Source: an optimization exercise on an open RTL-to-GDS flow (aim: small area and a short achievable clock period). Production flows keep margins and buffers that such runs may drop.
Function was checked by simulation only, so behaviour that the tests miss may differ from the original.
No activity file was given, so power comes from the tool's default toggle rates.

==> flow/design.v <==
module alu(
		input  FPUCLK,
		input  [31:0] A, B,
		input  [2:0]  CTRL,
		output [31:0] OUT
	);
	wire        v_in = (CTRL[2:1] == 2'b00);
	wire [31:0] ca = {A[30:0], 1'b0}, cb = {B[30:0], 1'b0};
	wire [31:0] cg0 = ca & ~cb, cl0 = ~ca & cb;
	wire [15:0] cg1, cl1;
	wire [7:0]  cg2, cl2;
	wire [3:0]  cg3, cl3;
	wire [1:0]  cg4, cl4;
	genvar ci;
	generate
		for (ci = 0; ci < 16; ci = ci + 1) begin : c1
			assign cg1[ci] = cg0[2*ci+1] | (~cl0[2*ci+1] & cg0[2*ci]);
			assign cl1[ci] = cl0[2*ci+1] | (~cg0[2*ci+1] & cl0[2*ci]);
		end
		for (ci = 0; ci < 8; ci = ci + 1) begin : c2
			assign cg2[ci] = cg1[2*ci+1] | (~cl1[2*ci+1] & cg1[2*ci]);
			assign cl2[ci] = cl1[2*ci+1] | (~cg1[2*ci+1] & cl1[2*ci]);
		end
		for (ci = 0; ci < 4; ci = ci + 1) begin : c3
			assign cg3[ci] = cg2[2*ci+1] | (~cl2[2*ci+1] & cg2[2*ci]);
			assign cl3[ci] = cl2[2*ci+1] | (~cg2[2*ci+1] & cl2[2*ci]);
		end
		for (ci = 0; ci < 2; ci = ci + 1) begin : c4
			assign cg4[ci] = cg3[2*ci+1] | (~cl3[2*ci+1] & cg3[2*ci]);
			assign cl4[ci] = cl3[2*ci+1] | (~cg3[2*ci+1] & cl3[2*ci]);
		end
	endgenerate
	wire        agb  = ~(cl4[1] | (~cg4[1] & cl4[0]));	 
	wire        ageb = ~cl3[3];					 
	wire [7:0]  dab  = A[30:23] - B[30:23];
	wire [7:0]  dba  = B[30:23] - A[30:23];
	wire [7:0]  d    = ageb ? dab : dba;
	wire [4:0]  d5   = (d[7:5] != 3'b000) ? 5'd31 : d[4:0];
	reg  [22:0] ma0, mb0;
	reg  [7:0]  e0;
	reg  [4:0]  d0;
	reg         sa0, sb0, agb0, nagb0, v0;
	always @(posedge FPUCLK) begin
		ma0  <= A[22:0];
		mb0  <= B[22:0];
		e0   <= ageb ? A[30:23] : B[30:23];
		d0   <= d5;
		sa0  <= A[31];
		sb0  <= B[31] ^ CTRL[0];		 
		agb0 <= agb;
		nagb0 <= ~agb;			 
		v0   <= v_in;
	end
	wire [22:0] x1  = agb0 ? ma0 : mb0;	 
	wire [22:0] y1  = nagb0 ? ma0 : mb0;	 
	wire        sub = sa0 ^ sb0;
	wire [23:0] ys1 = {1'b1, y1} >> d0;
	reg  [22:0] xm1;
	reg  [23:0] ym1;
	reg  [7:0]  e1;
	reg         s1, sub1, v1;
	always @(posedge FPUCLK) begin
		xm1  <= x1;
		ym1  <= ys1 ^ {24{sub}};
		e1   <= e0;
		s1   <= agb0 ? sa0 : sb0;
		sub1 <= sub;
		v1   <= v0;
	end
	wire [25:0] sum2 = {2'b01, xm1, 1'b1} + {1'b0, ym1, sub1};
	wire [24:0] r2   = {sum2[25] & ~sub1, sum2[24:1]};
	reg  [24:0] r2q;
	reg  [7:0]  e2;
	reg         s2, v2;
	always @(posedge FPUCLK) begin
		r2q <= r2;
		e2  <= e1 + 8'd2;			 
		s2  <= s1;
		v2  <= v1;
	end
	wire [31:0] lz_in = {r2q, 7'b0};
	wire [15:0] v_1;  wire [15:0] p_1;
	wire [7:0]  v_2;  wire [15:0] p_2;
	wire [3:0]  v_4;  wire [11:0] p_4;
	wire [1:0]  v_8;  wire [7:0]  p_8;
	wire [4:0]  n3;
	genvar gi;
	generate
		for (gi = 0; gi < 16; gi = gi + 1) begin : l1
			assign v_1[gi] = lz_in[2*gi+1] | lz_in[2*gi];
			assign p_1[gi] = ~lz_in[2*gi+1];
		end
		for (gi = 0; gi < 8; gi = gi + 1) begin : l2
			assign v_2[gi] = v_1[2*gi+1] | v_1[2*gi];
			assign p_2[2*gi+1:2*gi] = v_1[2*gi+1] ? {1'b0, p_1[2*gi+1]} : {1'b1, p_1[2*gi]};
		end
		for (gi = 0; gi < 4; gi = gi + 1) begin : l4
			assign v_4[gi] = v_2[2*gi+1] | v_2[2*gi];
			assign p_4[3*gi+2:3*gi] = v_2[2*gi+1] ? {1'b0, p_2[4*gi+3:4*gi+2]} : {1'b1, p_2[4*gi+1:4*gi]};
		end
		for (gi = 0; gi < 2; gi = gi + 1) begin : l8
			assign v_8[gi] = v_4[2*gi+1] | v_4[2*gi];
			assign p_8[4*gi+3:4*gi] = v_4[2*gi+1] ? {1'b0, p_4[6*gi+5:6*gi+3]} : {1'b1, p_4[6*gi+2:6*gi]};
		end
	endgenerate
	assign n3 = v_8[1] ? {1'b0, p_8[7:4]} : {1'b1, p_8[3:0]};
	wire [24:0] t16 = n3[4] ? {r2q[8:0], 16'b0} : r2q;
	wire [24:0] t8  = n3[3] ? {t16[16:0], 8'b0} : t16;
	wire [24:0] t4  = n3[2] ? {t8[20:0], 4'b0}  : t8;
	wire [24:0] t2  = n3[1] ? {t4[22:0], 2'b0}  : t4;
	wire [24:0] t1  = n3[0] ? {t2[23:0], 1'b0}  : t2;
	wire [7:0]  e3  = e2 + {3'b111, ~n3};
	wire        zero = ~(v_8[1] | v_8[0]);		 
	reg  [31:0] res3;
	reg         z3;
	always @(posedge FPUCLK) begin
		if (v2) begin
			res3 <= {s2, e3, t1[23:1]};
			z3   <= zero;
		end
	end
	assign OUT = {res3[31:23] & {9{~z3}}, res3[22:0]};
endmodule
clock: 5.5 ns
lec_check: 0
abc_area: 1
abc_clock_period_in_ps: 1600
cap_margin: 20
core_margin: 2
core_utilization: 40
setup_slack_margin: 3.1
slew_margin: 20
standard.sh (not shown) runs the stock make flow with config.mk's settings and CLKGATE_MAP_FILE= SYNTH_SCRIPT=/design/flow/synth_recipe.tcl, a recipe that flattens the netlist after the stock synthesis.
==> flow/flow/run.sh <==
#!/bin/bash
set -euo pipefail
bash standard.sh \
  "BUFFER_PORTS_ARGS=-buffer_cell sky130_fd_sc_hd__buf_1" \
  finish > make_finish.log 2>&1
Next try:
==> flow/flow/run.sh (replaced) <==
#!/bin/bash
set -euo pipefail
bash standard.sh \
  "BUFFER_PORTS_ARGS=-buffer_cell sky130_fd_sc_hd__buf_2" \
  finish > make_finish.log 2>&1
--- a/flow/config.mk
+++ b/flow/config.mk
@@ -9 +8,0 @@
-export ABC_CLOCK_PERIOD_IN_PS = 1600
@@ -13 +12 @@
-export SETUP_SLACK_MARGIN = 3.1
+export SETUP_SLACK_MARGIN = 3.0
- power went down by about 0.7%
- cell area went down by 0.67%
- via count hardly moves
- wire length went down by about 0.6%
- global-route usage went up by 0.38 points
- synthesized area stays the same
- first-iteration DRC count went up by 22%
- worst setup slack degrades by 0.084 ns
- non-clock buffer count went down by 8
- count of clock-buffer cells in the layout went up by 1
Next try:
--- a/flow/config.mk
+++ b/flow/config.mk
@@ -11,2 +11,2 @@
-export CORE_UTILIZATION = 40
-export SETUP_SLACK_MARGIN = 3.0
+export CORE_UTILIZATION = 50
+export SETUP_SLACK_MARGIN = 3.1
The changed run ran to the end with no violations.
Via count rises by 1.6%.
Maximum frequency increases by 3.3%.
Total power is higher by 2.5%.
Cell count came out lower by 2.2%.
Sequential power stays flat.
Synthesized cell count stays the same.
Count of clock-buffer cells in the layout drops by 1.


// alu: RTL as listed in full above, without the edits since
==> flow/config.mk <==
export PLATFORM = sky130hd
export DESIGN_NAME = alu
export DESIGN_NICKNAME = alu
export VERILOG_FILES = /design/flow/design.v
export SDC_FILE = /design/flow/constraint.sdc
export NUM_CORES = 4
export LEC_CHECK = 0
export ABC_AREA = 1
export CAP_MARGIN = 20
export CORE_MARGIN = 2
export CORE_UTILIZATION = 40
export SETUP_SLACK_MARGIN = 3.1
export SLEW_MARGIN = 20
==> flow/constraint.sdc <==
create_clock -name core_clock -period 5.5 [get_ports {FPUCLK}]
set_input_delay 1.1000 -clock core_clock [delete_from_list [all_inputs] [get_ports {FPUCLK}]]
set_output_delay 1.1000 -clock core_clock [all_outputs]
set_load 0.01 [all_outputs]
==> flow/flow/run.sh <==
#!/bin/bash
set -euo pipefail
bash standard.sh \
  "BUFFER_PORTS_ARGS=-buffer_cell sky130_fd_sc_hd__buf_1" \
  finish > make_finish.log 2>&1
==> next run, changes <==
==> flow/flow/run.sh (replaced) <==
#!/bin/bash
set -euo pipefail
bash standard.sh \
  "BUFFER_PORTS_ARGS=-buffer_cell sky130_fd_sc_hd__buf_2" \
  finish > make_finish.log 2>&1
The new run produced a clean layout.
Routed wire length went down by 1.3%.
Clock skew went down by 0.0036 ns.
Sequential power barely changes.
Synthesized cell count does not change.
Count of clock-buffer cells in the layout is unchanged.
Die area stays the same.
Sequential cell count does not change.
Via count barely changes.
Worst setup slack got worse by 0.016 ns.
Core utilization went up by 0.14 points.
Power is about the same.
==> next run, changes <==
==> flow/flow/run.sh (replaced) <==
#!/bin/bash
set -euo pipefail
bash standard.sh \
  "BUFFER_PORTS_ARGS=-buffer_cell sky130_fd_sc_hd__buf_1" \
  finish > make_finish.log 2>&1
Settings changed: ABC_CLOCK_PERIOD_IN_PS from default to 2000.
=>
- routed wire length rose by 1.3%
- via count stays flat
- sequential share of layout area rose by 0.15 points
- core utilization fell by 0.14 points
- design area fell by 0.30%
- clock skew rose by 0.0036 ns
- power is about the same
- count of clock-buffer cells in the layout stays the same
- final cell count rose by 0.36%
- maximum frequency rose by 0.69%


// alu: RTL as listed in full above, without the edits since
clock: 5.5 ns
lec_check: 0
abc_area: 1
cap_margin: 20
core_margin: 2
core_utilization: 40
setup_slack_margin: 3.2
slew_margin: 20
==> flow/flow/run.sh <==
#!/bin/bash
set -euo pipefail
bash standard.sh \
  "BUFFER_PORTS_ARGS=-buffer_cell sky130_fd_sc_hd__buf_2" \
  finish > make_finish.log 2>&1
Next try:
- SETUP_SLACK_MARGIN: 3.2 -> 3.3
Routed wire length stays flat.
Clock power is about the same.
Count of clock-buffer cells in the layout increases by 2.
Sequential power is about the same.
Sequential share of layout area decreases by 0.82 points.
Global-route usage is about the same.

## re-timing with driven ports
In the flow no input, the clock included, has a driving cell. The finished layouts below were timed again as built, in two steps. Step 1, drivers: a clkbuf_16 drives FPUCLK and a buf_2 each remaining input, both assumed. Step 2 moves the port delays by t, midway between the first and last clock arrival at a register: inputs arrive t later, outputs are due t later. That takes back most of the time a late clock gives input paths. Three values: ideal, step 1, step 2; two values: the first two.
run | t (ns) | slack for setup (ns) | clock arrival spread, ns | pins driven straight from the clock port
the first run of note 1 | 0.482 | 3.174 / 3.126 / 2.718 | 0.019 / 0.019 | 1
the second run of note 1 | 0.476 | 3.089 / 3.089 / 2.652 | 0.020 / 0.021 | 1
the third run of note 1 | 0.487 | 3.165 / 3.116 / 2.743 | 0.017 / 0.017 | 1
the first run of note 2 | 0.482 | 3.174 / 3.126 / 2.718 | 0.019 / 0.019 | 1
the second run of note 2 | 0.476 | 3.158 / 3.112 / 2.752 | 0.014 / 0.014 | 1
the third run of note 2 | 0.482 | 3.174 / 3.126 / 2.718 | 0.019 / 0.019 | 1
the first run of note 3 | 0.471 | 3.171 / 3.125 / 2.819 | 0.016 / 0.016 | 1
the second run of note 3 | 0.483 | 3.167 / 3.116 / 2.798 | 0.013 / 0.014 | 1
After both steps setup and hold are still met in every run listed.
